What follows belongs to an exercise in optimizing a design on an open flow for small area, a short achievable clock period and few clock cycles; a production flow would make more cautious choices. In this exercise RTL edits were held to simulation tests only and were not proved equivalent to the original. Power figures rest on the tool's default switching activity, not on a simulated workload.

File: flow/config.mk
export PLATFORM = sky130hd
export DESIGN_NAME = riscv
export DESIGN_NICKNAME = riscv
export VERILOG_FILES = /design/flow/design.v
export SDC_FILE = /design/flow/constraint.sdc
export NUM_CORES = 4
export LEC_CHECK = 0
export CAP_MARGIN = 20
export CORE_MARGIN = 2
export CORE_UTILIZATION = 40
export SLEW_MARGIN = 20
File: flow/constraint.sdc
create_clock -name core_clock -period 16.0 [get_ports {clk}]
set_input_delay 3.2000 -clock core_clock [delete_from_list [all_inputs] [get_ports {clk}]]
set_output_delay 3.2000 -clock core_clock [all_outputs]
set_load 0.01 [all_outputs]
File: flow/design.v
module regfile (
    input             clk,
    input             rst_n,
    input             we,
    input      [4:0]  wa,
    input      [31:0] wd,
    input      [4:0]  ra1,
    input      [4:0]  ra2,
    output reg [31:0] rd1,
    output reg [31:0] rd2
);
    reg [31:0] r [1:31];
    reg [31:1] v;
    integer i;
    always @(posedge clk)
        if (we && wa != 5'd0) r[wa] <= wd;
    always @(posedge clk or negedge rst_n)
        if (!rst_n) v <= 31'd0;
        else if (we && wa != 5'd0) v[wa] <= 1'b1;
    always @(*) begin
        rd1 = 32'd0;
        rd2 = 32'd0;
        for (i = 1; i < 32; i = i + 1) begin
            rd1 = rd1 | ({32{ra1 == i && v[i]}} & r[i]);
            rd2 = rd2 | ({32{ra2 == i && v[i]}} & r[i]);
        end
    end
endmodule
module riscv(
    input            clk,
    input            rst_n,
    input    [31:0]  Instr,
    input    [31:0]  ReadData,
    output   [31:0]  PC,
    output           MemWriteEn,
    output   [31:0]  MemDataAdr,
    output   [31:0]  WriteData
);
    reg  [31:2] pc_f;
    reg         d_valid;
    reg  [31:0] d_instr;
    reg  [31:2] d_pc, d_tgt;     
    reg         e_valid, e_kill, e_wen, e_br, e_jalr, e_load, e_store;
    reg         e_alu, e_xsel, e_sub, e_sra, e_pred, e_fa, e_fb, e_fsd;
    reg  [2:0]  e_f3;
    reg  [4:0]  e_rd;
    reg  [31:0] e_a, e_b, e_sd;    
    reg  [31:2] e_x;         
    reg         m_wen, m_load, m_store;
    reg  [4:0]  m_rd;
    reg  [31:0] m_res, m_adr, m_sd;
    wire [31:0] wb_data = m_load ? ReadData : m_res;
    assign MemDataAdr = m_adr;
    assign WriteData  = m_sd;
    assign MemWriteEn = m_store;
    assign PC         = {pc_f, 2'b00};
    wire ev    = e_valid & ~e_kill;
    wire e_wr  = e_wen   & ~e_kill;
    wire [31:0] i   = d_instr;
    wire [4:0]  op  = i[6:2];
    wire [2:0]  f3  = i[14:12];
    wire [4:0]  rd  = i[11:7];
    wire [4:0]  rs1 = i[19:15];
    wire [4:0]  rs2 = i[24:20];
    wire is_lui   = op == 5'b01101;
    wire is_auipc = op == 5'b00101;
    wire is_jal   = op == 5'b11011;
    wire is_jalr  = op == 5'b11001;
    wire is_br    = op == 5'b11000;
    wire is_load  = op == 5'b00000;
    wire is_store = op == 5'b01000;
    wire is_alui  = op == 5'b00100;
    wire is_alur  = op == 5'b01100;
    wire use_rs1  = is_jalr | is_br | is_load | is_store | is_alui | is_alur;
    wire use_rs2  = is_br | is_store | is_alur;
    wire wr_rd    = (is_lui | is_auipc | is_jal | is_jalr | is_load | is_alui | is_alur) && rd != 5'd0;
    wire [31:0] imm_i = {{20{i[31]}}, i[31:20]};
    wire [31:0] imm_s = {{20{i[31]}}, i[31:25], i[11:7]};
    wire [31:2] imm_b = {{20{i[31]}}, i[7], i[30:25], i[11:9]};
    wire [31:2] imm_j = {{12{i[31]}}, i[19:12], i[20], i[30:22]};
    wire jalr_fast = is_jalr & e_wr & e_xsel & (rs1 == e_rd);
    wire [31:2] jalr_tgt = e_x + imm_i[31:2];
    wire [31:2] d_pc4    = d_pc + 30'd1;
    wire [31:12] auipc_hi = d_pc[31:12] + i[31:12];
    wire        d_pred = is_br & i[31];
    wire        d_sub  = is_br | ((is_alui | is_alur) & f3[2:1] == 2'b01) | (is_alur & f3 == 3'b000 & i[30]);
    wire [31:0] rf1, rf2;
    regfile u_rf (
        .clk (clk), .rst_n (rst_n),
        .we  (m_wen), .wa (m_rd), .wd (wb_data),
        .ra1 (rs1), .ra2 (rs2),
        .rd1 (rf1), .rd2 (rf2)
    );
    wire [31:0] rs1v = (m_wen && m_rd == rs1) ? wb_data : rf1;
    wire [31:0] rs2v = (m_wen && m_rd == rs2) ? wb_data : rf2;
    wire stall = d_valid & e_load & e_wr &
                 ((use_rs1 && rs1 == e_rd) || (use_rs2 && rs2 == e_rd));
    wire [31:0] A  = e_fa  ? m_res : e_a;
    wire [31:0] B  = e_fb  ? m_res ^ {32{e_sub}} : e_b;    
    wire [31:0] SD = e_fsd ? m_res : e_sd;
    wire [33:0] sum2 = {1'b0, A, e_sub} + {1'b0, B, e_sub};    
    wire [32:0] sum  = sum2[33:1];
    wire [31:0] x   = A ^ B;
    wire        eq  = &x;                                    
    wire        ltu = ~sum[32];
    wire        lt  = (A[31] ^ ~B[31]) ? A[31] : sum[31];
    wire        shl = ~e_f3[2];
    reg  [31:0] sh_in_r, sh_out_r;
    integer k;
    always @(*) for (k = 0; k < 32; k = k + 1) sh_in_r[k] = A[31-k];
    wire [31:0] sh_in  = shl ? sh_in_r : A;
    wire [31:0] sh_out = $signed({e_sra & A[31], sh_in}) >>> B[4:0];
    always @(*) for (k = 0; k < 32; k = k + 1) sh_out_r[k] = sh_out[31-k];
    wire [31:0] shres = shl ? sh_out_r : sh_out;
    reg  [31:0] alu;
    always @(*) begin
        case (e_f3)
            3'b000:  alu = sum[31:0];
            3'b010:  alu = {31'd0, lt};
            3'b011:  alu = {31'd0, ltu};
            3'b100:  alu = x;
            3'b110:  alu = A | B;
            3'b111:  alu = A & B;
            default: alu = shres;
        endcase
    end
    wire [31:0] e_res = e_xsel ? {e_x, 2'b00} : e_alu ? alu : sum[31:0];
    wire taken = e_f3[2] ? ((e_f3[1] ? ltu : lt) ^ e_f3[0]) : (eq ^ e_f3[0]);
    wire e_redirect = ev & (e_jalr | (e_br & (taken != e_pred)));
    wire [31:2] e_tgt = e_jalr ? sum[31:2] : e_x;
    wire d_redirect = d_valid & ~stall & jalr_fast;
    wire        f_jal = Instr[6:2] == 5'b11011;
    wire        f_bbr = Instr[6:2] == 5'b11000 && Instr[31];
    wire [31:2] f_imm = Instr[3] ? {{12{Instr[31]}}, Instr[19:12], Instr[20], Instr[30:22]} :
                                   {{20{Instr[31]}}, Instr[7], Instr[30:25], Instr[11:9]};
    wire [31:2] f_tgt = pc_f + f_imm;
    wire [31:2] f_pc4 = pc_f + 30'd1;
    always @(posedge clk or negedge rst_n) begin
        if (!rst_n) begin
            pc_f    <= 30'd0;
            d_valid <= 1'b0;
        end else if (e_redirect) begin
            pc_f    <= e_tgt;
            d_valid <= 1'b0;
        end else if (stall) begin
            pc_f    <= d_pc;
            d_valid <= 1'b0;
        end else if (d_redirect) begin
            pc_f    <= jalr_tgt;
            d_valid <= 1'b0;
        end else begin
            pc_f    <= (f_jal | f_bbr) ? f_tgt : f_pc4;
            d_valid <= 1'b1;
        end
    end
    always @(posedge clk) begin
        d_instr <= Instr;
        d_pc    <= pc_f;
        d_tgt   <= f_tgt;
    end
    wire d_go = d_valid & ~stall;
    always @(posedge clk or negedge rst_n) begin
        if (!rst_n) begin
            e_valid <= 1'b0; e_kill <= 1'b0; e_wen <= 1'b0; e_br <= 1'b0; e_jalr <= 1'b0;
            e_load  <= 1'b0; e_store <= 1'b0;
        end else begin
            e_valid <= d_go;
            e_kill  <= e_redirect;
            e_wen   <= d_go & wr_rd;
            e_br    <= d_go & is_br;
            e_jalr  <= d_go & is_jalr & ~jalr_fast;
            e_load  <= d_go & is_load;
            e_store <= d_go & is_store;
        end
    end
    always @(posedge clk) begin
        e_alu  <= is_alui | is_alur;
        e_xsel <= is_lui | is_auipc | is_jal | is_jalr;
        e_sub  <= d_sub;
        e_sra  <= i[30];
        e_pred <= d_pred;
        e_f3   <= f3;
        e_rd   <= rd;
        e_a    <= rs1v;
        e_b    <= ((is_alur | is_br) ? rs2v : is_store ? imm_s : imm_i) ^ {32{d_sub}};
        e_sd   <= rs2v;
        e_x    <= is_lui ? {i[31:12], 10'd0} : is_auipc ? {auipc_hi, d_pc[11:2]} :
                  (is_br & ~d_pred) ? d_tgt : d_pc4;
        e_fa   <= e_wr && use_rs1 && rs1 == e_rd;
        e_fb   <= e_wr && (is_alur | is_br) && rs2 == e_rd;
        e_fsd  <= e_wr && is_store && rs2 == e_rd;
    end
    always @(posedge clk or negedge rst_n) begin
        if (!rst_n) begin
            m_wen   <= 1'b0;
            m_store <= 1'b0;
        end else begin
            m_wen   <= e_wr;
            m_store <= e_store & ~e_kill;
        end
    end
    always @(posedge clk) begin
        m_load <= e_load;
        m_rd   <= e_rd;
        m_res  <= e_res;
        m_adr  <= sum[31:0];
        m_sd   <= SD;
    end
endmodule
File: flow/flow/run.sh
#!/bin/bash
set -euo pipefail
MARGIN=$(cat flow/margin.txt)
TNS=$(cat flow/tns.txt)
bash standard.sh SETUP_SLACK_MARGIN=$MARGIN TNS_END_PERCENT=$TNS finish > make_finish.log 2>&1
File: flow/flow/margin.txt
11
File: flow/flow/tns.txt
100
File: flow/standard.sh
#!/bin/bash
# synth_recipe.tcl (not shown) runs the flow's synth.tcl, then flattens the netlist and writes it again
# the make line also repeats each setting of config.mk as NAME=value (left out here)
make -C /OpenROAD-flow-scripts/flow DESIGN_CONFIG=/design/flow/config.mk WORK_HOME=/design/flow/orfs CLKGATE_MAP_FILE= SYNTH_SCRIPT=/design/flow/synth_recipe.tcl "${@:-finish}"
==> results.json, run 1 <==
{
  "grt_pass1_wl_um": 430000,
  "htreeDepth": 4,
  "worstPathMaxFanout": 5,
  "synth_seq_cells": 1397,
  "ios": 163,
  "core.rowCount": 150,
  "syn_area_um2": 67300,
  "drtAntennaViolNets": 0,
  "critPathArrivalTime_ns": 6.15,
  "cts_hold_buf": 0,
  "finalNonFillerCells": 8010,
  "nets": 5901,
  "drv_slew": 0,
  "pre_cts_ws_ns": 8.56,
  "setup_viol": 0,
  "dr.pass1.iters": 11,
  "final_hold_viol_count": 0,
  "synth_edf_count": 992,
  "cts_buffers": 148,
  "rsz0062_at_grt": "true",
  "synth_area_leaders": "edfxtp_1 (44%), dfxtp_1 (9.9%), a221oi_1 (6.0%)",
  "final.setup.tns_ns": 0,
  "grt_use_total": 0.356,
  "crit_path_end": "pc_f[30]",
  "numPlacedInstances": 7638,
  "vdd_drop_max_v": 0.0000858,
  "cts.clk_slew.worst_paths_ns": 0.06,
  "die_w_um": 414,
  "vias": 57984,
  "cp_slowest_stage_delay_ns": 0.54,
  "viasPerCell": 7.24,
  "worstReg2RegEnd": "pc_f[27]",
  "cts_tree": "yes",
  "antenna_found_initial": 15,
  "synth_top_area_share": 0.442,
  "initial_core_util": 0.403,
  "synthAdderAreaFrac": 0.0303,
  "finalWorstSetupSlack_ns": 10.56,
  "seq_area_frac_synth": 0.568,
  "clk_latency_ns": 0.84,
  "r2r_cells": 23,
  "final_layout_size_suffix_gt1_frac": 0.157,
  "synth_async_sr_flop_share": 0.0508,
  "r2r_start": "e_sub",
  "min_from": "d_instr[10]",
  "wl_per_cell_um": 39.9,
  "routed_wl_um": 319000,
  "cp-startpoint": "Instr[3]",
  "critPathKind": "input port to flip-flop",
  "syn_inst": 5576,
  "outcome": "no timing/DRC/antenna violations",
  "initialDrtViolationCount": 12338,
  "synth_top_family_by_area": "compound AO/OA/AOI/OAI gates",
  "synth_flop_cell": "edfxtp_1",
  "synth-xor-area-share": 0.0298,
  "power_density_nw_per_um2": 144,
  "max_freq_mhz": 184,
  "cts.path.max_buffers": 3,
  "place_hpwl_um": 183000,
  "synthSimpleGateAreaFrac": 0.0798,
  "worst_pin_slew_ns": 1.27,
  "grt_pass1_vias": 54060,
  "muxShareOfSynthArea": 0.0455,
  "cts.sink_count": 1397,
  "die_area_um2": 172000,
  "p_leak_nw": 27.5,
  "synth_warnings": 2,
  "period_share": 0.340,
  "crit_required_ns": 16.71,
  "place_congestion": 0.980,
  "crit_chain": "buf_12 -> mux2_4 -> ha_4 -> inv_4 -> fa_2 -> nor2b_4 -> o31ai_4 -> a21oi_4 -> or4_4 -> a41oi_4 -> o21ai_2 -> xor2_2 -> o311ai_4 -> o2111a_1 -> o2bb2ai_1",
  "synth_area_leader_cell": "edfxtp_1",
  "coreArea_um2": 167000,
  "skew_ns": 0.0445,
  "synth_compound_area_frac": 0.212,
  "chipHeight_um": 414,
  "drc": 0,
  "slew_headroom": 0.145,
  "synth_area_per_cell_um2": 12.1,
  "area_delta_synth_final_pct": 16.8,
  "holdCritPathClass": "flip-flop to flip-flop",
  "cp-end-kind": "flip-flop",
  "port-buffer-count": 158,
  "fin_util": 0.470,
  "cp-start-kind": "input port",
  "r2r_slack_ns": 11.05,
  "maxCapViolations": 0,
  "fin_crit_ns": 5.44,
  "grt_max_degree": 75,
  "slowest_stage": "or4_4",
  "grt_overflow": 0,
  "ys_types": 98,
  "cts_root_buffer": "clkbuf_16"
}
==> how the worst min path moves through the flow <==
stage | to | slack, ns | cells after the start
after CTS | m_rd[2] | 0.40 | 0
after floorplan | e_rd[0] | 0.34 | 0
after global routing | m_rd[2] | 0.41 | 0
after detailed placement | m_rd[2] | 0.39 | 0
after global placement | m_rd[1] | 0.39 | 0
final | e_rd[3] | 0.40 | 0
==> where the power goes <==
group,internal (W),total (W),leakage (nW),switching [W]
combinational,0.00113,0.00293,12.4,0.00181
clock,0.00205,0.00362,2.49,0.00157
sequential,0.00442,0.00480,12.6,0.000380
==> area by class of cell <==
class / count / area (um2)
inverter: 155 / 586
sequential: 1397 / 38300
timing repair buffer: 379 / 3540
tap: 2204 / 2760
clock inverter: 91 / 1130
fill: 14750 / 88600
antenna: 7 / 17.5
multi-input combinational: 3594 / 28300
clock buffer: 183 / 3990
==> state kept, by name, indices dropped and copies added, names as in the netlist, 3 cells and up <==
name / flops
m_sd: 32
e_x: 30
m_rd: 5
e_sd: 32
u_rf.v: 31
m_adr: 32
u_rf.r: 992
d_instr: 30
e_a: 32
d_tgt: 30
d_pc: 30
e_f3: 3
pc_f: 30
e_b: 32
m_res: 32
e_rd: 5
==> kinds of logic (layout without fill, tap and decap cells) <==
| kind of cell | count (synthesis) | after routing |
|---|---|---|
| muxes | 246 | 246 |
| adders and majority gates | 160 | 160 |
| and+or+nand+nor | 1076 | 1076 |
| xor gates and xnor gates | 228 | 228 |
| DFF | 1397 | 1397 |
| AOI/OAI and AO/OA | 1882 | 1882 |
| buffers and inverters | 586 | 808 |
| other | 1 | 9 |
==> cells in the mapped netlist (8+ instances only) <==
library cell    n
a211oi_1       39
a21o_1         44
a21oi_1       302
a221oi_1      460
a222oi_1       65
a22o_1        452
a22oi_1        16
a31oi_1        19
and2_1         12
and3_1         93
buf_1          29
buf_2          28
clkbuf_1      365
dfrtp_1        71
dfxtp_1       334
edfxtp_1      992
ha_1          155
inv_1         147
mux2_2         83
mux2i_1       123
mux4_2         28
nand2_1       236
nand2b_1       22
nand3_1        67
nand4_1       153
nor2_1        255
nor2b_1        25
nor3_1        118
nor3b_1        19
nor4_1         13
o211ai_1       75
o21a_1         29
o21ai_0       202
o21ai_1        10
o21bai_1       41
o221ai_1        8
o22ai_1        22
o31ai_1        11
or3_1          20
or4_1           8
xnor2_1       170
xor2_1         57
==> worst max-delay path, delay by kind of cell <==
family / cells / cell delay (ns)
adders and majority gates: 2 / 0.40
AOI/OAI and AO/OA: 7 / 1.29
buffers and inverters: 2 / 0.16
muxes: 1 / 0.30
xor gates and xnor gates: 1 / 0.17
and+or+nand+nor: 2 / 0.60
==> metal layers <==
metal	global-route usage	up-vias	wire (um)
met5	0.00194	-	333
met4	0.258	22	29200
met3	0.141	1596	48100
met2	0.523	5574	134000
met1	0.423	28229	108000
li1	-	22563	-
==> through the flow <==
step	area (um2)	total power [W]	hold slack [ns]
after floorplan	67500	0.00625	0.342
after global placement	71500	0.00732	0.387
after detailed placement	71500	0.00735	0.385
after CTS	77700	0.0111	0.401
after global routing	78600	0.0117	0.406
final	78600	0.0114	0.403
==> timing repair <==
action | in CTS | in global routing
buffers inserted | 54 | 29
setup endpoints to repair | 107 | 100
resized for setup | 202 | 135
gates cloned | 5 | 3
pin swaps | 51 | 93
==> layout by cell type (no fill, tap or decap), drive strengths merged, types with 35 or more instances in the layout <==
cell / n
a22o: 452
mux2: 83
mux2i: 128
dfxtp: 334
dfrtp: 71
o21ai: 213
a211oi: 39
o211ai: 76
a21oi: 304
a222oi: 65
inv: 166
clkdlybuf4s50: 119
o21bai: 41
buf: 221
a21o: 44
nor2: 255
xor2: 58
clkinv: 59
nand2: 236
edfxtp: 992
ha: 155
nand3: 67
and3: 93
xnor2: 170
nor3: 119
nand4: 153
a221oi: 462
mux4: 35
clkbuf: 185
Testbench counts, summed over its fixed seeds: cycles 86,983.
==> inputs of run 2 (changes only) <==
--- a/flow/design.v
+++ b/flow/design.v
@@ -1,28 +1,22 @@
-module regfile (
-    input             clk,
-    input             rst_n,
-    input             we,
-    input      [4:0]  wa,
-    input      [31:0] wd,
-    input      [4:0]  ra1,
-    input      [4:0]  ra2,
-    output reg [31:0] rd1,
-    output reg [31:0] rd2
+module pcnext (
+    input      [12:2]  pc_lo,      
+    input      [31:13] hi,         
+    input      [31:13] hi_inc,     
+    input      [31:13] hi_dec,     
+    input      [31:0]  instr,      
+    input              kill,       
+    input      [31:2]  pc_other,   
+    output     [31:2]  tgt,        
+    output     [31:2]  pc_next
 );
-    reg [31:0] r [1:31];
-    reg [31:1] v;
-    integer i;
-    always @(posedge clk)
-        if (we && wa != 5'd0) r[wa] <= wd;
-    always @(posedge clk or negedge rst_n)
-        if (!rst_n) v <= 31'd0;
-        else if (we && wa != 5'd0) v[wa] <= 1'b1;
-    always @(*) begin
-        rd1 = 32'd0;
-        rd2 = 32'd0;
-        for (i = 1; i < 32; i = i + 1) begin
-            rd1 = rd1 | ({32{ra1 == i && v[i]}} & r[i]);
-            rd2 = rd2 | ({32{ra2 == i && v[i]}} & r[i]);
-        end
-    end
+    wire s   = instr[31];
+    wire jal = instr[6:2] == 5'b11011 && instr[19:12] == {8{s}};
+    wire bbr = instr[6:2] == 5'b11000 && s;
+    wire [12:2] off = instr[3] ? {instr[12], instr[20], instr[30:22]}
+                               : {s, instr[7], instr[30:25], instr[11:9]};
+    wire [11:0] lo  = {1'b0, pc_lo} + {1'b0, off};
+    wire        c   = lo[11];
+    wire [31:13] up = s ? (c ? hi : hi_dec) : (c ? hi_inc : hi);
+    assign tgt     = {up, lo[10:0]};
+    assign pc_next = ((jal | bbr) & ~kill) ? tgt : pc_other;
 endmodule
@@ -46,3 +40,3 @@
     reg  [4:0]  e_rd;
-    reg  [31:0] e_a, e_b, e_sd;    
+    reg  [31:0] e_a, e_b, e_sd;
     reg  [31:2] e_x;         
@@ -81,3 +75,4 @@
     wire jalr_fast = is_jalr & e_wr & e_xsel & (rs1 == e_rd);
-    wire [31:2] jalr_tgt = e_x + imm_i[31:2];
+    wire        jal_long = is_jal && i[19:12] != {8{i[31]}};
+    wire [31:2] jalr_tgt = (is_jal ? d_pc : e_x) + (is_jal ? imm_j : imm_i[31:2]);
     wire [31:2] d_pc4    = d_pc + 30'd1;
@@ -85,10 +80,20 @@
     wire        d_pred = is_br & i[31];
-    wire        d_sub  = is_br | ((is_alui | is_alur) & f3[2:1] == 2'b01) | (is_alur & f3 == 3'b000 & i[30]);
-    wire [31:0] rf1, rf2;
-    regfile u_rf (
-        .clk (clk), .rst_n (rst_n),
-        .we  (m_wen), .wa (m_rd), .wd (wb_data),
-        .ra1 (rs1), .ra2 (rs2),
-        .rd1 (rf1), .rd2 (rf2)
-    );
+    wire        d_sub  = is_alur & f3 == 3'b000 & i[30];
+    reg  [31:0] rf [1:31];
+    reg  [31:1] rf_v;
+    reg  [31:0] rf1, rf2;
+    integer n;
+    always @(posedge clk)
+        if (m_wen) rf[m_rd] <= wb_data;
+    always @(posedge clk or negedge rst_n)
+        if (!rst_n) rf_v <= 31'd0;
+        else if (m_wen) rf_v[m_rd] <= 1'b1;
+    always @(*) begin
+        rf1 = 32'd0;
+        rf2 = 32'd0;
+        for (n = 1; n < 32; n = n + 1) begin
+            rf1 = rf1 | ({32{rs1 == n && rf_v[n]}} & rf[n]);
+            rf2 = rf2 | ({32{rs2 == n && rf_v[n]}} & rf[n]);
+        end
+    end
     wire [31:0] rs1v = (m_wen && m_rd == rs1) ? wb_data : rf1;
@@ -98,10 +103,10 @@
     wire [31:0] A  = e_fa  ? m_res : e_a;
-    wire [31:0] B  = e_fb  ? m_res ^ {32{e_sub}} : e_b;    
+    wire [31:0] B  = e_fb  ? m_res : e_b;
     wire [31:0] SD = e_fsd ? m_res : e_sd;
-    wire [33:0] sum2 = {1'b0, A, e_sub} + {1'b0, B, e_sub};    
-    wire [32:0] sum  = sum2[33:1];
+    wire [33:0] sum2 = {1'b0, A, e_sub} + {1'b0, B ^ {32{e_sub}}, e_sub};    
+    wire [31:0] sum  = sum2[32:1];
     wire [31:0] x   = A ^ B;
-    wire        eq  = &x;                                    
-    wire        ltu = ~sum[32];
-    wire        lt  = (A[31] ^ ~B[31]) ? A[31] : sum[31];
+    wire        eq  = A == B;
+    wire        ltu = A < B;
+    wire        lt  = $signed(A) < $signed(B);
     wire        shl = ~e_f3[2];
@@ -117,3 +122,3 @@
         case (e_f3)
-            3'b000:  alu = sum[31:0];
+            3'b000:  alu = sum;
             3'b010:  alu = {31'd0, lt};
@@ -126,3 +131,3 @@
     end
-    wire [31:0] e_res = e_xsel ? {e_x, 2'b00} : e_alu ? alu : sum[31:0];
+    wire [31:0] e_res = e_xsel ? {e_x, 2'b00} : e_alu ? alu : sum;
     wire taken = e_f3[2] ? ((e_f3[1] ? ltu : lt) ^ e_f3[0]) : (eq ^ e_f3[0]);
@@ -130,9 +135,14 @@
     wire [31:2] e_tgt = e_jalr ? sum[31:2] : e_x;
-    wire d_redirect = d_valid & ~stall & jalr_fast;
-    wire        f_jal = Instr[6:2] == 5'b11011;
-    wire        f_bbr = Instr[6:2] == 5'b11000 && Instr[31];
-    wire [31:2] f_imm = Instr[3] ? {{12{Instr[31]}}, Instr[19:12], Instr[20], Instr[30:22]} :
-                                   {{20{Instr[31]}}, Instr[7], Instr[30:25], Instr[11:9]};
-    wire [31:2] f_tgt = pc_f + f_imm;
+    wire d_redirect = d_valid & ~stall & (jalr_fast | jal_long);
     wire [31:2] f_pc4 = pc_f + 30'd1;
+    wire [31:2] pc_other = stall ? d_pc : d_redirect ? jalr_tgt : f_pc4;
+    wire [31:2] f_tgt, pc_fd;
+    wire [31:13] hi_inc = pc_f[31:13] + 19'd1;
+    wire [31:13] hi_dec = pc_f[31:13] - 19'd1;
+    pcnext u_pcn (
+        .pc_lo (pc_f[12:2]), .hi (pc_f[31:13]), .hi_inc (hi_inc), .hi_dec (hi_dec),
+        .instr (Instr), .kill (stall | d_redirect),
+        .pc_other (pc_other), .tgt (f_tgt), .pc_next (pc_fd)
+    );
+    wire [31:2] pc_next = e_redirect ? e_tgt : pc_fd;
     always @(posedge clk or negedge rst_n) begin
@@ -141,14 +151,5 @@
             d_valid <= 1'b0;
-        end else if (e_redirect) begin
-            pc_f    <= e_tgt;
-            d_valid <= 1'b0;
-        end else if (stall) begin
-            pc_f    <= d_pc;
-            d_valid <= 1'b0;
-        end else if (d_redirect) begin
-            pc_f    <= jalr_tgt;
-            d_valid <= 1'b0;
         end else begin
-            pc_f    <= (f_jal | f_bbr) ? f_tgt : f_pc4;
-            d_valid <= 1'b1;
+            pc_f    <= pc_next;
+            d_valid <= ~(e_redirect | stall | d_redirect);
         end
@@ -184,3 +185,3 @@
         e_a    <= rs1v;
-        e_b    <= ((is_alur | is_br) ? rs2v : is_store ? imm_s : imm_i) ^ {32{d_sub}};
+        e_b    <= (is_alur | is_br) ? rs2v : is_store ? imm_s : imm_i;
         e_sd   <= rs2v;
@@ -205,3 +206,3 @@
         m_res  <= e_res;
-        m_adr  <= sum[31:0];
+        m_adr  <= sum;
         m_sd   <= SD;
==> flow/flow/run.sh (replaced) <==
#!/bin/bash
set -euo pipefail
MARGIN=$(cat flow/margin.txt)
TNS=$(cat flow/tns.txt)
bash standard.sh SETUP_SLACK_MARGIN=$MARGIN TNS_END_PERCENT=$TNS \
  "BUFFER_PORTS_ARGS=-buffer_cell sky130_fd_sc_hd__buf_4" finish > make_finish.log 2>&1
--- a/flow/config.mk
+++ b/flow/config.mk
@@ -11 +11,2 @@
 export SLEW_MARGIN = 20
+export SYNTH_HIERARCHICAL = 1
==> run 2 against run 1 <==
  * Still clean on timing, DRC and antenna
  * Cell count is 4.9% higher
  * Combinational power fell by 11%
  * Non-clock buffer count shrank 51
  * Critical path type is now flip-flop to flip-flop
  * Critical endpoint unchanged
  * Highest routed layer unchanged
==> results.json, run 2 <==
{
  "vdd_drop_max_v": 0.000110,
  "top_register": "rf",
  "synth_warnings": 7,
  "final_common_cell": "edfxtp_1",
  "power_density_nw_per_um2": 141,
  "synth_area_leader_cell": "edfxtp_1",
  "cp-end-kind": "flip-flop",
  "route.met3.wl_um": 47100,
  "synth_top_area_share": 0.427,
  "area_delta_synth_final_pct": 14.1,
  "seqPwrFrac": 0.434,
  "final_layout_size_suffix_gt1_frac": 0.145,
  "cts.sink_count": 1397,
  "cts_root_buffer": "clkbuf_16",
  "fin_util": 0.459,
  "die_area_um2": 178000,
  "htreeDepth": 4,
  "slowest_stage": "mux2i_1",
  "critPathTopFamily": "compound AO/OA/AOI/OAI gates",
  "drtAntennaViolNets": 0,
  "maxCapViolations": 0,
  "ios": 163,
  "p_sw_frac": 0.327,
  "routed.top_layer": "met5",
  "finalNonFillerCells": 8401,
  "place_congestion": 0.984,
  "placed_area_um2": 73600,
  "wl_met2_um": 138000,
  "rsz0062_at_grt": "false",
  "initial_core_util": 0.402,
  "wl_per_cell_um": 38.7,
  "p_leak_nw": 29.0,
  "pwr-share-clk": 0.334,
  "numPlacedInstances": 8076,
  "die_w_um": 421,
  "cts_buffers": 150,
  "ys_types": 100,
  "crit_required_ns": 16.71,
  "chipHeight_um": 421,
  "grt_max_degree": 61,
  "critPathArrivalTime_ns": 5.66,
  "r2r_slack_ns": 11.04,
  "synth_area_leaders": "edfxtp_1 (43%), dfxtp_1 (9.6%), a221oi_1 (5.9%)",
  "wl_met1_um": 110000,
  "skew_ns": 0.0395,
  "cts.path.max_buffers": 3,
  "final_hold_viol_count": 0,
  "max_freq_mhz": 202,
  "cts_tree": "yes",
  "fin_crit_ns": 4.96,
  "drc": 0,
  "cts_hold_buf": 0,
  "clk_latency_ns": 0.83,
  "coreArea_um2": 173000,
  "holdCritPathClass": "flip-flop to flip-flop",
  "critPathKind": "flip-flop to flip-flop",
  "final_cell_mix": "edfxtp_1 (992), a221oi_1 (469), a22o_1 (449)",
  "port-buffer-count": 158,
  "fillCellCount": 15732,
  "antenna_found_initial": 11,
  "drv_slew": 0,
  "crit_chain": "buf_8 -> mux2i_1 -> ha_1 -> inv_1 -> a221oi_1 -> nor3_1 -> o21ai_0 -> a31oi_2 -> a2111oi_1 -> o31a_1 -> nor3_4 -> buf_6 -> a221o_1",
  "grt_pass1_wl_um": 442000,
  "largest_reg_flops": 992,
  "worst_pin_slew_ns": 1.41,
  "synth_commonest_cells": "edfxtp_1 (992), a221oi_1 (469), a22o_1 (449)",
  "cp_slowest_stage_delay_ns": 0.71,
  "path_buf_inv": 3,
  "dr.pass1.iters": 10,
  "seq_area_frac_synth": 0.549,
  "synth_edf_count": 992,
  "vias": 60155,
  "grt_pass1_vias": 56029,
  "totalPowerFinal_w": 0.0112,
  "synth_async_sr_flop_share": 0.0508,
  "outcome": "no timing/DRC/antenna violations",
  "final.setup.tns_ns": 0,
  "grt_overflow": 0,
  "power.internal_w": 0.00753,
  "nets": 6211,
  "syn_area_um2": 69700,
  "grt_use_total": 0.350,
  "core.rowCount": 153,
  "slew_headroom": 0.0522,
  "design_area_um2": 79600,
  "switchingPower_w": 0.00366,
  "pwr-share-comb": 0.233,
  "cp-start-kind": "flip-flop",
  "synth_seq_cells": 1397,
  "period_share": 0.310,
  "setup_viol": 0,
  "yosysMostFrequentCell": "edfxtp_1",
  "synth_flop_cell": "edfxtp_1",
  "viasPerCell": 7.16,
  "worstPathMaxFanout": 37,
  "place_hpwl_um": 188000,
  "cts.clk_slew.worst_paths_ns": 0.06,
  "synth_area_per_cell_um2": 11.8,
  "syn_inst": 5921,
  "initialDrtViolationCount": 12684,
  "routed_wl_um": 325000
}
run 2: final timing paths:
kind                            cells past startpoint       end  startpoint
worst max register to register                     13  pc_f[30]        e_fb
worst min register to register                      0   m_rd[2]     e_rd[2]
worst max-delay path                               13  pc_f[30]        e_fb
worst min-delay path                                0   m_rd[2]     e_rd[2]
max in group asynchronous                           2  pc_f[24]       rst_n
min in group asynchronous                           1   rf_v[1]       rst_n
run 2: timing repair:
item	CTS	global route
pin swaps	6	11
setup endpoints to repair	59	45
gates cloned	3	3
buffers inserted	9	21
gates resized for setup	36	36
run 2: routing by layer:
layer  global-route usage  vias up
met5                    0        -
li1                     -    23512
met4                0.250       10
met2                0.520     5763
met1                0.416    29109
met3                0.134     1761
run 2: power by group through the flow:
stage / combinational [W] / sequential, W / clock [W]
detailed placement: 0.00237 / 0.00491 / 0
global route: 0.00278 / 0.00487 / 0.00387
CTS: 0.00244 / 0.00483 / 0.00373
finish: 0.00260 / 0.00485 / 0.00373
floorplan: 0.00165 / 0.00466 / 0
global placement: 0.00234 / 0.00490 / 0
run 2: layout make-up:
type	instances	area [um2]	area share
flip-flops and latches	1397	38300	0.481
multi-input cells	3897	29800	0.375
clock buffers	178	3990	0.0502
well taps	2325	2910	0.0366
repair buffers	328	2720	0.0342
clock inverters	99	1210	0.0152
inverters	166	628	0.00790
diodes	11	27.5	0.000346
run 2: logic make-up after synthesis:
| family | Yosys count | synth area share |
|---|---|---|
| AOI/OAI and AO/OA | 1781 | 0.197 |
| DFF | 1397 | 0.549 |
| and+or+nand+nor | 1334 | 0.0928 |
| buffers and inverters | 629 | 0.0364 |
| muxes | 363 | 0.0609 |
| xor gates and xnor gates | 211 | 0.0268 |
| adders and majority gates | 205 | 0.0371 |
| other | 1 | 0.0000538 |
run 2: per-module statistics from Yosys (local to each module, per instance):
module | flops+latches | cells inside | area (um2)
riscv | 1397 | 5628 | 67500
pcnext | 0 | 293 | 2190
run 2: metrics by stage:
stage | hold WS, ns | setup WS, ns
floorplan | 0.347 | 10.56
global placement | 0.379 | 9.49
detailed placement | 0.385 | 9.44
CTS | 0.396 | 10.98
global route | 0.402 | 10.96
finish | 0.395 | 11.04
run 2: worst reg2reg max path: stages (launching register included):
cell	delay, ns
dfxtp_2	0.33
buf_8	0.37
mux2i_1	0.75
ha_1	0.34
inv_1	0.08
a221oi_1	0.39
nor3_1	0.08
o21ai_0	0.49
a31oi_2	0.26
a2111oi_1	0.69
o31a_1	0.44
nor3_4	0.08
buf_6	0.21
a221o_1	0.34
Testbench counts of run 2, summed over its fixed seeds: cycles 86,983.
==> inputs of run 3 (changes only) <==
--- a/flow/design.v
+++ b/flow/design.v
@@ -13,3 +13,3 @@
     wire jal = instr[6:2] == 5'b11011 && instr[19:12] == {8{s}};
-    wire bbr = instr[6:2] == 5'b11000 && s;
+    wire bbr = instr[6:2] == 5'b11000 && (instr[19:15] == instr[24:20] ? ~(instr[12] ^ instr[14]) : (s | instr[12]));
     wire [12:2] off = instr[3] ? {instr[12], instr[20], instr[30:22]}
@@ -35,3 +35,3 @@
     reg  [31:0] d_instr;
-    reg  [31:2] d_pc, d_tgt;     
+    reg  [31:2] d_pc;
     reg         e_valid, e_kill, e_wen, e_br, e_jalr, e_load, e_store;
@@ -76,6 +76,6 @@
     wire        jal_long = is_jal && i[19:12] != {8{i[31]}};
-    wire [31:2] jalr_tgt = (is_jal ? d_pc : e_x) + (is_jal ? imm_j : imm_i[31:2]);
+    wire [31:2] jalr_tgt = (is_jal | is_br ? d_pc : e_x) + (is_jal ? imm_j : is_br ? imm_b : imm_i[31:2]);
     wire [31:2] d_pc4    = d_pc + 30'd1;
     wire [31:12] auipc_hi = d_pc[31:12] + i[31:12];
-    wire        d_pred = is_br & i[31];
+    wire        d_pred = is_br & (rs1 == rs2 ? ~(i[12] ^ i[14]) : (i[31] | i[12]));
     wire        d_sub  = is_alur & f3 == 3'b000 & i[30];
@@ -159,3 +159,2 @@
         d_pc    <= pc_f;
-        d_tgt   <= f_tgt;
     end
@@ -188,3 +187,3 @@
         e_x    <= is_lui ? {i[31:12], 10'd0} : is_auipc ? {auipc_hi, d_pc[11:2]} :
-                  (is_br & ~d_pred) ? d_tgt : d_pc4;
+                  (is_br & ~d_pred) ? jalr_tgt : d_pc4;
         e_fa   <= e_wr && use_rs1 && rs1 == e_rd;
==> run 3 against run 2 <==
  * Combinational power down 3%
  * Worst setup slack lost 0.14 ns
  * Clock power shrank 7.0%
  * Wire length shrank 0.61%
  * Clock skew up 0.011 ns
  * Synthesized cell count fell by 2.1%
  * Via count is 1.9% lower
  * Maximum frequency down 2.7%
  * Sequential cell count down 30
  * Power down 4.3%
  * Critical path depth up 2
  * Critical endpoint is now pc_f[27]
  * Largest cell class unchanged
  * Highest routed layer unchanged
==> results.json, run 3 <==
{
  "antenna_found_initial": 13,
  "grt_overflow": 0,
  "setup_viol": 0,
  "min_from": "e_load",
  "synth_warnings": 7,
  "final.setup.tns_ns": 0,
  "placed_area_um2": 72600,
  "p_leak_nw": 28.1,
  "period_share": 0.319,
  "core.rowCount": 152,
  "cts.clk_slew.worst_paths_ns": 0.07,
  "cts_buffers": 145,
  "syn_inst": 5797,
  "drtAntennaViolNets": 0,
  "vias": 58997,
  "routed_wl_um": 323000,
  "wl_per_cell_um": 39.2,
  "cts.sink_count": 1367,
  "dr.pass1.iters": 11,
  "design_area_um2": 78300,
  "yosysMostFrequentCell": "edfxtp_1",
  "clk_latency_ns": 0.83,
  "port-buffer-count": 158,
  "syn_area_um2": 69000,
  "cp-startpoint": "e_fb",
  "slew_headroom": 0.0704,
  "max_freq_mhz": 196,
  "grt_max_degree": 61,
  "vdd_drop_max_v": 0.000116,
  "top_register": "rf",
  "synth_edf_count": 992,
  "largest_reg_flops": 992,
  "rsz0062_at_grt": "true",
  "worstPathMaxFanout": 56,
  "cts.path.max_buffers": 3,
  "final_hold_viol_count": 0,
  "critPathKind": "flip-flop to flip-flop",
  "hold_slack_ns": 0.382,
  "outcome": "no timing/DRC/antenna violations",
  "chipHeight_um": 419,
  "synth_flop_cell": "edfxtp_1",
  "coreArea_um2": 172000,
  "die_area_um2": 176000,
  "final_cell_mix": "edfxtp_1 (992), a221oi_1 (460), a22o_1 (449)",
  "synth_seq_cells": 1367,
  "ys_types": 101,
  "synth_async_sr_flop_share": 0.0519,
  "power.internal_w": 0.00716,
  "synth_area_leader_cell": "edfxtp_1",
  "crit_required_ns": 16.69,
  "drc": 0,
  "power_density_nw_per_um2": 137,
  "skew_ns": 0.0505,
  "fillCellCount": 15545,
  "synth_commonest_cells": "edfxtp_1 (992), a221oi_1 (463), a22o_1 (449)",
  "synth_area_leaders": "edfxtp_1 (43%), dfxtp_1 (8.8%), a221oi_1 (5.9%)",
  "cts_root_buffer": "clkbuf_16",
  "switchingPower_w": 0.00354,
  "r2r_start": "e_fb",
  "synth_area_per_cell_um2": 11.9,
  "initial_core_util": 0.402,
  "holdCritPathClass": "flip-flop to flip-flop",
  "worst_pin_slew_ns": 1.38,
  "area_delta_synth_final_pct": 13.5,
  "final_layout_size_suffix_gt1_frac": 0.154,
  "final_common_cell": "edfxtp_1",
  "initialDrtViolationCount": 11876,
  "viasPerCell": 7.15,
  "cp-start-kind": "flip-flop",
  "place_hpwl_um": 190000,
  "synth_top_area_share": 0.432,
  "final-seq-area_um2": 37700,
  "die_w_um": 419,
  "nets": 6080,
  "grt_pass1_wl_um": 438000,
  "drv_slew": 0,
  "htreeDepth": 4,
  "maxCapViolations": 0,
  "p_sw_frac": 0.331,
  "place_congestion": 0.988,
  "seqPwrFrac": 0.440,
  "ios": 163,
  "multi_input_area_um2": 29500,
  "grt_use_total": 0.356,
  "cp-end-kind": "flip-flop",
  "seq_area_frac_synth": 0.546,
  "pwr-share-clk": 0.324,
  "fin_crit_ns": 5.10,
  "critPathArrivalTime_ns": 5.79,
  "pwr-share-comb": 0.236,
  "cts_tree": "yes",
  "grt_pass1_vias": 55257
}
-- run 3: modules after synthesis (local to each module, per instance) --
| module | cell area (um2) | copies in the design | cells |
|---|---|---|---|
| pcnext | 2010 | 1 | 268 |
| riscv | 67000 | 1 | 5529 |
-- run 3: routing by layer --
metal / vias to the layer above / part of all wire / global-route usage
met5: - / 0.00082 / 0.00639
met4: 22 / 0.093 / 0.254
met3: 1698 / 0.15 / 0.148
met2: 5632 / 0.42 / 0.521
met1: 28559 / 0.34 / 0.419
li1: 23086 / - / -
-- run 3: final cells by class --
cell class	instances	area share
clock buffer	180	0.0492
antenna	13	0.000415
timing repair buffer	326	0.0346
timing repair inverter	1	0.000144
sequential	1367	0.481
inverter	163	0.00817
clock inverter	84	0.0123
tap	2310	0.0369
multi-input combinational	3803	0.377
-- run 3: through the flow --
stage	std cells	power [W]	utilization	setup slack [ns]
floorplan	5798	0.00614	-	10.45
global placement	7938	0.00708	0.423	9.07
detailed placement	7939	0.00710	0.423	9.08
CTS	8217	0.0106	0.454	11.01
global route	8234	0.0110	0.456	10.84
finish	8247	0.0107	0.456	10.90
-- run 3: cells by family (layout without fill, tap and decap cells) --
kind of cell | Yosys count | after routing | share of synthesized area
compound gates | 1848 | 1849 | 0.206
xor+xnor | 226 | 226 | 0.0287
buf+inv | 629 | 754 | 0.0393
mux | 333 | 333 | 0.0585
fa+ha+maj | 207 | 207 | 0.0379
simple gates | 1186 | 1186 | 0.0837
other cells | 1 | 15 | 0.0000544
flops | 1367 | 1367 | 0.546
-- run 3: worst paths after layout --
| check | to | slack, ns | depth (start not counted) |
|---|---|---|---|
| min in group asynchronous | pc_f[10] | 2.30 | 1 |
| worst max-delay path | pc_f[27] | 10.90 | 15 |
| max in group asynchronous | rf_v[28] | 12.66 | 2 |
| worst max register to register | pc_f[27] | 10.90 | 15 |
| worst min register to register | m_load | 0.38 | 0 |
| worst min-delay path | m_load | 0.38 | 0 |
-- run 3: critical path: stages (launching register included) --
cell       delay, ns
dfxtp_2         0.34
buf_12          0.30
mux2i_2         0.52
ha_1            0.35
nor3_1          0.33
nand4_1         0.13
buf_4           0.19
nor3_4          0.39
o311ai_0        0.29
nand4_1         0.28
mux2i_4         0.37
mux2_2          0.40
a221oi_4        0.23
buf_12          0.27
clkinv_2        0.27
a2bb2oi_1       0.20
-- run 3: timing repair --
item | 4_1_cts | 5_1_grt
hold buffers | 0 | 0
cloned | 4 | 4
pin swaps | 7 | 16
gates resized for setup | 56 | 33
hold endpoints to repair | 0 | 0
buffers inserted | 10 | 12
endpoints found under the setup margin | 54 | 35
-- run 3: power by group through the flow --
stage	combinational [W]	clock, W	sequential [W]
2_1_floorplan	0.00162	0	0.00452
3_3_place_gp	0.00232	0	0.00476
3_5_place_dp	0.00234	0	0.00476
4_1_cts	0.00240	0.00346	0.00469
5_1_grt	0.00270	0.00360	0.00473
6_report	0.00252	0.00347	0.00471
Testbench counts of run 3, summed over its fixed seeds: cycles 83,013.
==> inputs of run 4 (changes only) <==
==> flow/flow/margin.txt (replaced) <==
11.3
--- a/flow/config.mk
+++ b/flow/config.mk
@@ -9,3 +9,4 @@
 export CORE_MARGIN = 2
-export CORE_UTILIZATION = 40
+export CORE_UTILIZATION = 50
+export CTS_BUF_LIST = sky130_fd_sc_hd__clkbuf_8
 export SLEW_MARGIN = 20
==> run 4 against run 3 <==
  * Sequential power decreased by 1%
  * Critical endpoint is now pc_f[20]
  * Critical path depth decreased by 1
  * Largest power group unchanged
  * Synthesized cell count unchanged
  * Global-route usage increased by 9.0 points
  * Still clean on timing, DRC and antenna
  * Utilization increased by 12 points
  * Largest cell class unchanged
  * Sequential share of layout area decreased by 0.28 points
==> results.json, run 4 <==
{
  "yosysMostFrequentCell": "edfxtp_1",
  "grt_pass1_vias": 55362,
  "clk_latency_ns": 1.02,
  "synth_area_per_cell_um2": 11.9,
  "place_congestion": 0.994,
  "chipHeight_um": 375,
  "cts.sink_count": 1367,
  "r2r_cells": 10,
  "core.rowCount": 136,
  "r2r_slack_ns": 11.36,
  "min_from": "e_load",
  "syn_area_um2": 69000,
  "wl_per_cell_um": 40.9,
  "vdd_drop_max_v": 0.000113,
  "drv_slew": 0,
  "cp-end-kind": "flip-flop",
  "worstReg2RegEnd": "e_b[15]",
  "routed_wl_um": 326000,
  "worstPathMaxFanout": 5,
  "rsz0062_at_grt": "true",
  "final.setup.tns_ns": 0,
  "cts_buffers": 220,
  "final_layout_size_suffix_gt1_frac": 0.193,
  "seq_area_frac_synth": 0.546,
  "holdCritPathClass": "flip-flop to flip-flop",
  "antenna_found_initial": 8,
  "final_common_cell": "edfxtp_1",
  "r2r_start": "d_instr[22]",
  "drtAntennaViolNets": 0,
  "cts_tree": "yes",
  "vias": 59899,
  "power_density_nw_per_um2": 136,
  "grt_pass1_wl_um": 439000,
  "cts.clk_slew.worst_paths_ns": 0.06,
  "syn_inst": 5797,
  "htreeDepth": 4,
  "hold_slack_ns": 0.379,
  "grt_overflow": 0,
  "place_hpwl_um": 190000,
  "critPathKind": "input port to flip-flop",
  "crit_cells": 14,
  "holdPathStages": 0,
  "die_area_um2": 141000,
  "nets": 6239,
  "setup_viol": 0,
  "cpMostUsedCell": "buf_12",
  "synth_edf_count": 992,
  "final_cell_mix": "edfxtp_1 (992), a221oi_1 (460), a22o_1 (449)",
  "synth_flop_cell": "edfxtp_1",
  "drc": 0,
  "critPathArrivalTime_ns": 5.63,
  "max_freq_mhz": 209,
  "area_delta_synth_final_pct": 14.4,
  "worst_pin_slew_ns": 1.27,
  "skew_ns": 0.0545,
  "synth_area_leader_cell": "edfxtp_1",
  "numPlacedInstances": 7436,
  "finalNonFillerCells": 7958,
  "outcome": "no timing/DRC/antenna violations",
  "synth_top_area_share": 0.432,
  "synth_area_leaders": "edfxtp_1 (43%), dfxtp_1 (8.8%), a221oi_1 (5.9%)",
  "grt_use_total": 0.446,
  "period_share": 0.299,
  "port-buffer-count": 158,
  "cts_hold_buf": 0,
  "critPathTopFamily": "compound AO/OA/AOI/OAI gates",
  "min_delay_worst_endpoint": "m_load",
  "ys_types": 101,
  "final-seq-area_um2": 37700,
  "slew_headroom": 0.145,
  "synth_seq_cells": 1367,
  "crit_required_ns": 16.84,
  "fillCellCount": 11465,
  "totalPowerFinal_w": 0.0107,
  "synth_async_sr_flop_share": 0.0519,
  "synth_warnings": 7,
  "viasPerCell": 7.53,
  "final_hold_viol_count": 0,
  "slowest_stage": "a311o_1",
  "grt_max_degree": 64,
  "initial_core_util": 0.503,
  "cp_slowest_stage_delay_ns": 0.35,
  "synth_commonest_cells": "edfxtp_1 (992), a221oi_1 (463), a22o_1 (449)",
  "cp-start-kind": "input port",
  "crit_chain": "buf_12 -> mux2i_4 -> inv_2 -> ha_4 -> a21oi_2 -> nand4b_4 -> a211oi_4 -> buf_6 -> buf_12 -> a211oi_2 -> a311o_1 -> mux2_4 -> nand2_2 -> o21ai_2",
  "p_leak_nw": 29.0,
  "maxCapViolations": 0,
  "fin_crit_ns": 4.79,
  "largest_reg_flops": 992,
  "initialDrtViolationCount": 12444,
  "coreArea_um2": 137000,
  "cts.path.max_buffers": 3,
  "multi_input_area_um2": 29900,
  "top_register": "rf",
  "cts_root_buffer": "clkbuf_8",
  "dr.pass1.iters": 10,
  "die_w_um": 375,
  "ios": 163,
  "path_buf_inv": 4
}
## run 4: cell counts after synthesis
No cell type changed its count.
## run 4: how the worst max path moves through the flow
stage                     endpoint  startpoint  slack (ns)
after floorplan           pc_f[27]    Instr[3]       10.45
after global placement     pc_f[8]        e_fa        9.29
after detailed placement  pc_f[31]        e_fa        9.22
after CTS                    PC[8]     pc_f[8]       11.15
after global routing      pc_f[16]    Instr[3]       11.18
final                     pc_f[20]    Instr[3]       11.21
## run 4: kinds of logic (layout without fill, tap and decap cells)
| kind of cell | count (synthesis) | count (layout) | synth area share |
|---|---|---|---|
| AO/OA/AOI/OAI | 1848 | 1849 | 0.206 |
| flip-flops | 1367 | 1367 | 0.546 |
| AND/OR/NAND/NOR | 1186 | 1186 | 0.0837 |
| buffers and inverters | 629 | 983 | 0.0393 |
| multiplexers | 333 | 333 | 0.0585 |
| XOR/XNOR | 226 | 226 | 0.0287 |
| adder cells (fa/ha/maj) | 207 | 207 | 0.0379 |
| other | 1 | 13 | 0.0000544 |
## run 4: area by class of cell
type	count	area share
Antenna cell	11	0.000349
Clock buffer	234	0.0408
Clock inverter	175	0.0186
Inverter	163	0.00812
Multi-Input combinational cell	3803	0.379
Sequential cell	1367	0.478
Tap cell	1794	0.0285
Timing Repair Buffer	409	0.0460
Timing Repair inverter	2	0.000286
## run 4: where the power goes
group / leakage [nW] / switching (W) / total [W] / internal [W]
Clock: 2.64 / 0.00153 / 0.00327 / 0.00174
Sequential: 12.4 / 0.000378 / 0.00464 / 0.00427
Combinational: 14.0 / 0.00174 / 0.00283 / 0.00108
Total: 29.0 / 0.00365 / 0.0107 / 0.00709
## run 4: through the flow
stage | setup WS (ns) | cell area (um2) | utilization
global placement | 9.29 | 72000 | 0.525
CTS | 11.15 | 78000 | 0.569
detailed placement | 9.22 | 72000 | 0.525
finish | 11.21 | 78900 | 0.575
global route | 11.18 | 78900 | 0.575
floorplan | 10.45 | 69200 | -
## run 4: modules after synthesis, one instance, submodules excluded
module  flops+latches  cells inside  cell area, um2
riscv            1367          5529           67000
pcnext              0           268            2010
## run 4: what timing repair did
action | in CTS | in global routing
gates cloned | 6 | 8
endpoints found under the setup margin | 117 | 72
setup buffers | 55 | 32
gates resized for setup | 182 | 98
pin swaps | 15 | 39
## run 4: layer usage
metal,part of all wire,global-route usage
met3,0.15,0.161
met5,0.0014,0.0154
met1,0.34,0.552
met4,0.091,0.317
met2,0.42,0.643
==> inputs of run 5 (changes only) <==
--- a/flow/design.v
+++ b/flow/design.v
@@ -76,5 +76,5 @@
     wire        jal_long = is_jal && i[19:12] != {8{i[31]}};
-    wire [31:2] jalr_tgt = (is_jal | is_br ? d_pc : e_x) + (is_jal ? imm_j : is_br ? imm_b : imm_i[31:2]);
+    wire [31:2] jalr_tgt = (jalr_fast ? e_x : d_pc) +
+                           (is_jal ? imm_j : is_br ? imm_b : is_auipc ? {i[31:12], 10'd0} : imm_i[31:2]);
     wire [31:2] d_pc4    = d_pc + 30'd1;
-    wire [31:12] auipc_hi = d_pc[31:12] + i[31:12];
     wire        d_pred = is_br & (rs1 == rs2 ? ~(i[12] ^ i[14]) : (i[31] | i[12]));
@@ -186,4 +186,3 @@
         e_sd   <= rs2v;
-        e_x    <= is_lui ? {i[31:12], 10'd0} : is_auipc ? {auipc_hi, d_pc[11:2]} :
-                  (is_br & ~d_pred) ? jalr_tgt : d_pc4;
+        e_x    <= is_lui ? {i[31:12], 10'd0} : (is_auipc | (is_br & ~d_pred)) ? jalr_tgt : d_pc4;
         e_fa   <= e_wr && use_rs1 && rs1 == e_rd;
==> run 5 against run 4 <==
  * Still clean on timing, DRC and antenna
  * Die area fell by 1.3%
  * First-iteration DRC count fell by 0.27%
  * Clock power fell by 4%
  * Non-clock buffer count rose by 53
  * Maximum frequency fell by 2.9%
  * Via count fell by 1.2%
  * Sequential cell count did not move
  * Synthesized cell count fell by 2.7%
  * Wire length fell by 1.1%
  * Sequential power rose by 2%
  * Critical path type unchanged
==> results.json, run 5 <==
{
  "cts.path.max_buffers": 3,
  "core.rowCount": 135,
  "power.internal_w": 0.00711,
  "vias": 59187,
  "power_density_nw_per_um2": 139,
  "slew_headroom": 0.128,
  "synth_top_family_by_area": "compound AO/OA/AOI/OAI gates",
  "pwr-share-clk": 0.289,
  "totalPowerFinal_w": 0.0109,
  "cp_slowest_stage_delay_ns": 0.36,
  "synth_top_area_share": 0.438,
  "viasPerCell": 7.54,
  "grt_pass1_vias": 55524,
  "ys_types": 106,
  "initialDrtViolationCount": 12410,
  "holdCritPathClass": "flip-flop to flip-flop",
  "grt_max_degree": 70,
  "fillCellCount": 11116,
  "cp-start-kind": "input port",
  "cpMostUsedCell": "mux2_4",
  "seq_area_frac_synth": 0.553,
  "path_buf_inv": 4,
  "muxShareOfSynthArea": 0.0609,
  "drv_slew": 0,
  "grt_pass1_wl_um": 438000,
  "seqPwrFrac": 0.435,
  "synth_flop_cell": "edfxtp_1",
  "synthSimpleGateAreaFrac": 0.0803,
  "nets": 6124,
  "max_freq_mhz": 203,
  "cts_root_buffer": "clkbuf_8",
  "synth_area_leader_cell": "edfxtp_1",
  "synth_seq_cells": 1367,
  "cp-end-kind": "flip-flop",
  "fin_crit_ns": 4.93,
  "synth_commonest_cells": "edfxtp_1 (992), a221oi_1 (456), a22o_1 (449)",
  "synth_async_sr_flop_share": 0.0519,
  "final.setup.tns_ns": 0,
  "crit_chain": "buf_12 -> mux2_4 -> ha_4 -> nand4_1 -> buf_6 -> a211oi_4 -> buf_4 -> buf_8 -> a211oi_2 -> a311o_1 -> mux2_4 -> o22a_1 -> o21a_1",
  "worstPathMaxFanout": 6,
  "critPathTopFamily": "compound AO/OA/AOI/OAI gates",
  "chipHeight_um": 373,
  "top_register": "rf",
  "synth_area_per_cell_um2": 12.1,
  "wl_per_cell_um": 41.0,
  "setup_viol": 0,
  "final-seq-area_um2": 37800,
  "placed_area_um2": 71200,
  "clk_latency_ns": 1.01,
  "drtAntennaViolNets": 0,
  "maxCapViolations": 0,
  "slowest_stage": "a311o_1",
  "synth_compound_area_frac": 0.203,
  "p_leak_nw": 28.8,
  "largest_reg_flops": 992,
  "p_sw_frac": 0.346,
  "worst_pin_slew_ns": 1.30,
  "crit_required_ns": 16.85,
  "final_cell_mix": "edfxtp_1 (992), a221oi_1 (454), a22o_1 (449)",
  "place_hpwl_um": 187000,
  "final_common_cell": "edfxtp_1",
  "synth_area_leaders": "edfxtp_1 (44%), dfxtp_1 (8.9%), a221oi_1 (5.9%)",
  "switchingPower_w": 0.00376,
  "antenna_found_initial": 22,
  "period_share": 0.308,
  "skew_ns": 0.0764,
  "routed_wl_um": 322000,
  "coreArea_um2": 135000,
  "initial_core_util": 0.503,
  "cts.clk_slew.worst_paths_ns": 0.06,
  "cts_buffers": 221,
  "outcome": "no timing/DRC/antenna violations",
  "htreeDepth": 4,
  "final_layout_size_suffix_gt1_frac": 0.209,
  "synthAdderAreaFrac": 0.0348,
  "die_area_um2": 139000,
  "yosysMostFrequentCell": "edfxtp_1",
  "grt_use_total": 0.448,
  "dr.pass1.iters": 11,
  "syn_area_um2": 68000,
  "critPathKind": "input port to flip-flop",
  "port-buffer-count": 158,
  "ios": 163,
  "vdd_drop_max_v": 0.0000927,
  "synth_edf_count": 992,
  "critPathArrivalTime_ns": 5.78,
  "cts.sink_count": 1367,
  "die_w_um": 373,
  "cts_tree": "yes",
  "drc": 0,
  "synth-xor-area-share": 0.0288,
  "synth_warnings": 7,
  "grt_overflow": 0,
  "final_hold_viol_count": 0,
  "area_delta_synth_final_pct": 15.3,
  "r2r_slack_ns": 11.11,
  "pwr-share-comb": 0.276,
  "place_congestion": 0.993,
  "rsz0062_at_grt": "true",
  "design_area_um2": 78500,
  "multi_input_area_um2": 29200,
  "syn_inst": 5641
}
-- run 5: per-module statistics from Yosys, one instance, submodules excluded --
module  copies in the design  area, um2  cells inside  flops+latches
pcnext                     1       2010           268              0
riscv                      1      66000          5373           1367
-- run 5: power groups by stage --
stage | logic, W | clock network, W | registers [W]
CTS | 0.00278 | 0.00312 | 0.00471
floorplan | 0.00157 | 0 | 0.00460
global route | 0.00317 | 0.00328 | 0.00473
detailed placement | 0.00238 | 0 | 0.00485
finish | 0.00301 | 0.00314 | 0.00473
global placement | 0.00236 | 0 | 0.00485
-- run 5: path summary, 6_finish.rpt --
kind	end	depth (start not counted)	start
hold / removal	m_load	0	e_load
min in group asynchronous	rf_v[1]	1	rst_n
max in group asynchronous	pc_f[31]	3	rst_n
setup / recovery	pc_f[28]	13	Instr[3]
hold reg to reg	m_load	0	e_load
setup reg to reg	pc_f[28]	20	d_instr[18]
-- run 5: layout make-up --
cell class                      count  area share
Antenna cell                       11    0.000351
Inverter                          172     0.00855
Sequential cell                  1367       0.481
Clock inverter                    170      0.0151
Clock buffer                      240      0.0421
Timing Repair inverter              1    0.000112
Multi-Input combinational cell   3645       0.373
Timing Repair Buffer              462      0.0515
Tap cell                         1781      0.0284
-- run 5: routing by layer --
layer / vias up / part of all wire / GRT usage
met3: 1663 / 0.15 / 0.180
li1: 22976 / - / -
met1: 28653 / 0.35 / 0.545
met5: - / 0.00086 / 0.00105
met2: 5865 / 0.42 / 0.649
met4: 30 / 0.084 / 0.306
-- run 5: what timing repair did --
action | in CTS | in global routing
pin swaps | 56 | 40
gates resized for setup | 244 | 96
gates cloned | 9 | 2
hold endpoints to repair | 0 | 0
setup endpoints to repair | 136 | 80
setup buffers | 108 | 32
hold buffers | 0 | 0
-- run 5: cells by family (layout without fill, tap and decap cells) --
| kind of cell | Yosys count | in the layout |
|---|---|---|
| AO/OA/AOI/OAI | 1775 | 1776 |
| flip-flops | 1367 | 1367 |
| AND/OR/NAND/NOR | 1114 | 1114 |
| buffers and inverters | 632 | 1045 |
| multiplexers | 340 | 341 |
| XOR/XNOR | 224 | 224 |
| adder cells (fa/ha/maj) | 188 | 188 |
| other | 1 | 13 |
-- run 5: metrics by stage --
stage	instances	utilization	worst slack, ns	hold WS (ns)
after floorplan	5642	-	10.32	0.348
after global placement	7276	0.526	9.33	0.385
after detailed placement	7276	0.526	9.32	0.387
after CTS	7803	0.574	11.03	0.397
after global routing	7839	0.580	10.96	0.410
final	7849	0.580	11.07	0.397
Testbench counts of run 5, summed over its fixed seeds: cycles 83,013.
==> inputs of run 6 (changes only) <==
--- a/flow/config.mk
+++ b/flow/config.mk
@@ -10,3 +10,5 @@
 export CORE_UTILIZATION = 50
-export CTS_BUF_LIST = sky130_fd_sc_hd__clkbuf_8
+export CTS_BUF_LIST = sky130_fd_sc_hd__clkbuf_16
+export CTS_CLUSTER_DIAMETER = 80
+export CTS_CLUSTER_SIZE = 25
 export SLEW_MARGIN = 20
==> run 6 against run 5 <==
  * Still clean on timing, DRC and antenna
  * Die area unchanged
  * Largest cell class unchanged
  * Global-route usage down 0.77 points
  * Critical path depth up 25
  * Wire length down 1.2%
  * Final area down 3.2%
  * Synthesized cell count unchanged
  * Sequential power up 1%
  * Power down 9.5%
  * Critical path type is now flip-flop to flip-flop
==> results.json, run 6 <==
{
  "outcome": "no timing/DRC/antenna violations",
  "synth_commonest_cells": "edfxtp_1 (992), a221oi_1 (456), a22o_1 (449)",
  "cts.clk_slew.worst_paths_ns": 0.11,
  "cpMostUsedCell": "buf_4",
  "worstPathMaxFanout": 2,
  "final_common_cell": "edfxtp_1",
  "synth_seq_cells": 1367,
  "cts.path.max_buffers": 3,
  "crit_required_ns": 16.68,
  "holdCritPathClass": "flip-flop to flip-flop",
  "critPathTopFamily": "buffers and inverters",
  "antenna_found_initial": 17,
  "period_share": 0.316,
  "seq_area_frac_synth": 0.553,
  "slew_headroom": 0.0843,
  "rsz0062_at_grt": "true",
  "cp-start-kind": "flip-flop",
  "r2r_cells": 38,
  "synth_flop_cell": "edfxtp_1",
  "coreArea_um2": 135000,
  "chipHeight_um": 373,
  "die_w_um": 373,
  "min_delay_worst_endpoint": "m_rd[4]",
  "syn_inst": 5641,
  "cts_root_buffer": "clkbuf_16",
  "grt_overflow": 0,
  "cts.sink_count": 1367,
  "grt_max_degree": 70,
  "numPlacedInstances": 7276,
  "final_layout_size_suffix_gt1_frac": 0.180,
  "final_hold_viol_count": 0,
  "synth_top_area_share": 0.438,
  "synth_edf_count": 992,
  "final.setup.tns_ns": 0,
  "power_density_nw_per_um2": 130,
  "finalNonFillerCells": 7541,
  "cts_tree": "yes",
  "nets": 5958,
  "r2r_start": "d_instr[4]",
  "syn_area_um2": 68000,
  "fillCellCount": 11277,
  "worst_pin_slew_ns": 1.34,
  "drtAntennaViolNets": 0,
  "wl_per_cell_um": 42.2,
  "yosysMostFrequentCell": "edfxtp_1",
  "synth_area_leader_cell": "edfxtp_1",
  "dr.pass1.iters": 12,
  "core.rowCount": 135,
  "cp-end-kind": "flip-flop",
  "fin_crit_ns": 5.05,
  "cts_hold_buf": 0,
  "placed_area_um2": 71200,
  "htreeDepth": 3,
  "largest_reg_flops": 992,
  "vdd_drop_max_v": 0.000131,
  "hold_slack_ns": 0.408,
  "cp_slowest_stage_delay_ns": 0.36,
  "clk_latency_ns": 0.77,
  "maxCapViolations": 0,
  "top_register": "rf",
  "r2r_slack_ns": 10.95,
  "min_from": "e_rd[4]",
  "path_buf_inv": 34,
  "final-seq-area_um2": 37700,
  "design_area_um2": 76000,
  "grt_pass1_vias": 53605,
  "multi_input_area_um2": 29100,
  "synth_async_sr_flop_share": 0.0519,
  "port-buffer-count": 158,
  "synth_area_per_cell_um2": 12.1,
  "final_cell_mix": "edfxtp_1 (992), a221oi_1 (454), a22o_1 (449)",
  "drv_slew": 0,
  "slowest_stage": "dfxtp_4",
  "skew_ns": 0.0605,
  "place_congestion": 0.993,
  "vias": 57842,
  "area_delta_synth_final_pct": 11.6,
  "critPathKind": "flip-flop to flip-flop",
  "initialDrtViolationCount": 12357,
  "ys_types": 106,
  "grt_use_total": 0.440,
  "routed_wl_um": 318000,
  "die_area_um2": 139000,
  "holdPathStages": 0,
  "drc": 0,
  "setup_viol": 0,
  "viasPerCell": 7.67,
  "cts_buffers": 78,
  "synth_warnings": 7,
  "max_freq_mhz": 198,
  "ios": 163,
  "place_hpwl_um": 187000,
  "grt_pass1_wl_um": 430000,
  "worstReg2RegEnd": "e_wen",
  "p_leak_nw": 27.3,
  "synth_area_leaders": "edfxtp_1 (44%), dfxtp_1 (8.9%), a221oi_1 (5.9%)",
  "initial_core_util": 0.503,
  "critPathArrivalTime_ns": 5.73
}
## run 6: cell families (layout without fill, tap and decap cells)
group           count (synthesis)  in the layout  synth area share
mux                           340            341            0.0609
xor+xnor                      224            224            0.0288
buf+inv                       632            738            0.0392
compound gates               1775           1777             0.203
flops                        1367           1367             0.553
other cells                     1             11         0.0000551
simple gates                 1114           1114            0.0803
fa+ha+maj                     188            188            0.0348
## run 6: stage by stage
stage	setup WS, ns	utilization	power (W)
6_report	10.95	0.561	0.00984
5_1_grt	10.86	0.561	0.0101
4_1_cts	11.02	0.555	0.00959
3_5_place_dp	9.32	0.526	0.00723
3_3_place_gp	9.33	0.526	0.00721
2_1_floorplan	10.32	-	0.00617
## run 6: metal layers
metal  routed length (um)  global-route usage
met1               110000               0.543
met3                47800               0.167
met4                27400               0.292
met5                  340                   0
met2               133000               0.641
## run 6: worst max-delay path by stage
stage | from | endpoint | cells after the start
after floorplan | Instr[3] | pc_f[28] | 13
after global placement | Instr[31] | pc_f[28] | 13
after detailed placement | Instr[31] | pc_f[31] | 12
after CTS | d_instr[4] | pc_f[30] | 23
after global routing | d_instr[4] | e_wen | 38
final | d_instr[4] | e_wen | 38
## run 6: Yosys stat by module, one instance, submodules excluded
module | area (um2) | cells inside | flops+latches
pcnext | 2010 | 268 | 0
riscv | 66000 | 5373 | 1367
## run 6: cell type report
type	count	share of cell area
clock inverters	49	0.00703
inverters	172	0.00880
clock buffers	78	0.0257
flip-flops and latches	1367	0.497
repair inverters	1	0.000115
repair buffers	438	0.0484
well taps	1781	0.0293
diodes	9	0.000297
multi-input cells	3646	0.384
## run 6: what timing repair did
item                                    CTS  global route
endpoints found under the setup margin  113            55
setup buffers                            76            39
gates resized for setup                 147            96
cloned                                   10             4
pin swaps                                43            43
## run 6: report_power, final
part | internal [W] | leakage [nW] | switching (W) | total (W)
registers | 0.00432 | 12.4 | 0.000475 | 0.00479
clock network | 0.000945 | 1.23 | 0.00133 | 0.00227
logic | 0.00107 | 13.7 | 0.00171 | 0.00278
total | 0.00633 | 27.3 | 0.00351 | 0.00984

==> what the ideal ports hide <==
In the flow no input, the clock included, has a driving cell. The finished layouts below were timed again as built, in two steps.
Step 1, drivers: a clkbuf_16 drives clk and a buf_2 each remaining input, both assumed.
Step 2 moves the port delays by t, midway between the first and last clock arrival at a register: inputs arrive t later, outputs are due t later. That takes back most of the time a late clock gives input paths.
Slacks: no drivers / after step 1 / after step 2; pairs: no drivers / after step 1.
run	t (ns)	setup slack, ns	hold WS [ns]	worst setup path after step 2
run 1	0.910	10.565 / 10.603 / 9.693	0.403 / 0.403 / 0.403	input to register
run 2	0.909	11.043 / 10.956 / 10.180	0.395 / 0.395 / 0.395	input to register
run 3	0.895	10.903 / 10.903 / 10.090	0.382 / 0.382 / 0.382	input to register
run 4	1.073	11.212 / 11.145 / 10.093	0.379 / 0.379 / 0.379	input to register
run 5	1.048	11.069 / 11.074 / 10.026	0.397 / 0.397 / 0.397	input to register
run 6	0.827	10.945 / 10.945 / 10.159	0.408 / 0.408 / 0.408	input to register
After both steps every run listed still meets setup and hold. For run 4, which loses most, drivers alone change the setup slack by -0.067 ns; drivers and shift together by -1.119 ns.
